This is an optimization exercise on Yosys and OpenROAD, whose aim is small area, not a production implementation.
Only simulation tests tie the RTL to the original design; equivalence was not proved.
Power is estimated from default activity; no workload was simulated.

// debug_system
module debug_system (
        input         clk,
        input         resetn,
        input         ser_rx,
        output        ser_tx,
        output        interrupt,
        output        ndmreset,
        input         bus_valid,
        output        bus_ready,
        input         bus_write,
        input  [19:0] bus_addr,
        input  [31:0] bus_wdata,
        output [31:0] bus_rdata
);
        wire        dmi_valid;
        wire        dmi_ready;
        wire        dmi_write;
        wire [ 6:0] dmi_addr;
        wire [31:0] dmi_wdata;
        wire [31:0] dmi_rdata_nx;
        dtm dtm (
                .clk          (clk),
                .resetn       (resetn),
                .ser_rx       (ser_rx),
                .ser_tx       (ser_tx),
                .dmi_valid    (dmi_valid),
                .dmi_ready    (dmi_ready),
                .dmi_write    (dmi_write),
                .dmi_addr     (dmi_addr),
                .dmi_wdata    (dmi_wdata),
                .dmi_rdata_nx (dmi_rdata_nx)
        );
        dm dm (
                .interrupt    (interrupt),
                .ndmreset     (ndmreset),
                .dmi_valid    (dmi_valid),
                .dmi_ready    (dmi_ready),
                .dmi_write    (dmi_write),
                .dmi_addr     (dmi_addr),
                .dmi_wdata    (dmi_wdata),
                .dmi_rdata_nx (dmi_rdata_nx),
                .bus_valid    (bus_valid),
                .bus_ready    (bus_ready),
                .bus_write    (bus_write),
                .bus_addr     (bus_addr),
                .bus_wdata    (bus_wdata),
  ...
==> flow/config.mk <==
export PLATFORM = sky130hd
export DESIGN_NAME = debug_system
export DESIGN_NICKNAME = debug_system
export VERILOG_FILES = /design/flow/design.v
export SDC_FILE = /design/flow/constraint.sdc
export NUM_CORES = 4
export LEC_CHECK = 0
export CAP_MARGIN = 20
export CORE_MARGIN = 2
export CORE_UTILIZATION = 50
export SLEW_MARGIN = 20
==> flow/constraint.sdc <==
create_clock -name core_clock -period 8.0 [get_ports {clk}]
set_input_delay 1.6000 -clock core_clock [delete_from_list [all_inputs] [get_ports {clk}]]
set_output_delay 1.6000 -clock core_clock [all_outputs]
set_load 0.01 [all_outputs]
standard.sh (not shown) runs the stock make flow with config.mk's settings and CLKGATE_MAP_FILE= SYNTH_SCRIPT=/design/flow/synth_recipe.tcl, a recipe that flattens the netlist after the stock synthesis.
==> flow/flow/run.sh <==
#!/bin/bash
# Layout flow: the standard ORFS flow (standard.sh) with these changes:
#  - Yosys's ABC step runs an area-oriented script (deep AIG optimisation, then
#    area-recovering mapping) in place of ORFS's delay-oriented one, and
#    Yosys does not pre-map XOR/AND patterns to half/full adder cells
#    (ADDER_MAP_FILE empty), so ABC optimises that logic too; the synthesis
#    passes and the registers are the standard ones. Should ABC fail, synthesis
#    is retried with a plainer area script, then with ORFS's own script;
#  - port buffers are sky130_fd_sc_hd__buf_1 (every input and output port still
#    gets its own buffer);
#  - clock tree synthesis uses clkbuf_4 buffers over clusters of at most 8
#    registers and no dummy loads.
# Each step's output goes to its own log here (synth_*.log, standard.log) and
# to ORFS's logs under orfs/logs.
set -uo pipefail
rm -rf scripts_abc
cp -r "$FLOW_HOME/scripts" scripts_abc
ARGS=(SCRIPTS_DIR="$PWD/scripts_abc" ADDER_MAP_FILE=
  BUFFER_PORTS_ARGS="-buffer_cell sky130_fd_sc_hd__buf_1"
  CTS_ARGS="-sink_clustering_enable -repair_clock_nets -dont_use_dummy_load -buf_list sky130_fd_sc_hd__clkbuf_4 -sink_clustering_size 8 -sink_clustering_max_diameter 40")
ok=0
for s in abc_area_deep.script abc_fallback.script; do
  cp "flow/$s" scripts_abc/abc_speed.script
  if bash standard.sh "${ARGS[@]}" synth > "synth_${s%.script}.log" 2>&1; then ok=1; break; fi
done
if [[ $ok == 0 ]]; then
  cp "$FLOW_HOME/scripts/abc_speed.script" scripts_abc/abc_speed.script
  bash standard.sh "${ARGS[@]}" synth > synth_orfs.log 2>&1 || exit 1
fi
bash standard.sh "${ARGS[@]}" > standard.log 2>&1
==> flow/flow/abc_area_deep.script <==
strash
&get -n
&deepsyn -T 900
&dch -x
&nf -a -R 1000 -F 8 -A 8 -C 32
&put
mfs3 -a
==> flow/flow/abc_fallback.script <==
strash
&get -n
&deepsyn -T 300
&dch
&nf -a -R 1000
&put
==> next run, changes <==
==> flow/flow/abc_area_deep.script (replaced) <==
strash
&get -n
&deepsyn -T 400
&dch -x
&nf -a -R 1000 -F 8 -A 8 -C 32
&put
mfs3 -a
Routed wire length decreases by 2.2%; critical path depth increases by 1; cell area decreases by 0.61%; non-clock buffer count is higher by 1.
==> next run, changes <==
--- a/flow/config.mk
+++ b/flow/config.mk
@@ -9,3 +9,3 @@
 export CORE_MARGIN = 2
-export CORE_UTILIZATION = 50
+export CORE_UTILIZATION = 58
 export SLEW_MARGIN = 20
Effect: Sequential share of layout area climbs by 0.46 points. Die area came out lower by 14%. Final area decreases by 0.94%. Maximum frequency is about the same. Worst setup slack improved by 7.0 ps. Cell count drops by 3.8%.

== north ==
debug_system, a different RTL version from the one above (not shown whole).
Size: ~1200 cells after synthesis, ~280 flip-flops, ~12000 sq um of cells after synthesis.
==> flow/design.v (excerpt) <==
module debug_system (
        input         clk,
        input         resetn,
        input         ser_rx,
        output        ser_tx,
        output        interrupt,
        output        ndmreset,
        input         bus_valid,
        output        bus_ready,
        input         bus_write,
        input  [19:0] bus_addr,
        input  [31:0] bus_wdata,
        output [31:0] bus_rdata
);
Settings: LEC_CHECK=0, CAP_MARGIN=20, CORE_MARGIN=2, CORE_UTILIZATION=64, SLEW_MARGIN=20; clock period 8.0 ns.
==> flow/flow/abc_area_deep.script <==
strash
&get -n
&deepsyn -T 400
&dch -x
&nf -a -R 1000 -F 8 -A 8 -C 32
&put
mfs3 -a
Scripts as last shown in full above: flow/flow/run.sh, flow/flow/abc_fallback.script
No stage failed in north, and the final checks on the layout all came back clean.
> inputs changed (north -> middle)
- a change of CORE_UTILIZATION from 64 to 58
## What came out
met1 usage in global routing ended up 6.0 points lower on middle than on north. In the flow results for middle and north, the area growth from synthesis to layout is smaller on north. The share of total power in the clock network on middle is in line with that on north. The per-cell routed wire length of middle is lower than that of north. Comparing middle and north, the lower total wire length was measured on middle. In the flow results for middle and north, the first-pass GRT wire length is larger on north.

what the ideal ports hide:
How much do the figures lean on ideal ports? The routed layouts below were timed once more, with nothing changed but the port constraints. Step 1, drivers: a clkbuf_16 drives clk and a buf_2 each remaining input, both assumed. Step 2 adds t to the input delays and takes it off the output delays; t is the mean of the earliest and latest rising clock arrival at the registers after step 1. Input paths then give back, and output paths get back, about the clock's delay inside the block. Three values: ideal ports, drivers, drivers and shift; two values: the first two.
| run | t, ns | setup WS [ns] | worst slew at a driven data input, ns |
|---|---|---|---|
| the first run of note 1 | 0.682 | 0.648 / 0.666 / -0.017 | 0.04 |
| the second run of note 1 | 0.694 | 0.714 / 0.740 / 0.046 | 0.04 |
| the third run of note 1 | 0.695 | 0.721 / 0.744 / 0.050 | 0.05 |
| north | 0.675 | 0.574 / 0.596 / -0.079 | 0.04 |
| middle | 0.708 | 0.635 / 0.657 / -0.050 | 0.04 |
With both steps, setup timing fails in the first run of note 1, north and middle, where it was met with ideal ports. The setup slack of middle, which loses most, moves by +0.022 ns with the drivers and by -0.685 ns with both steps.
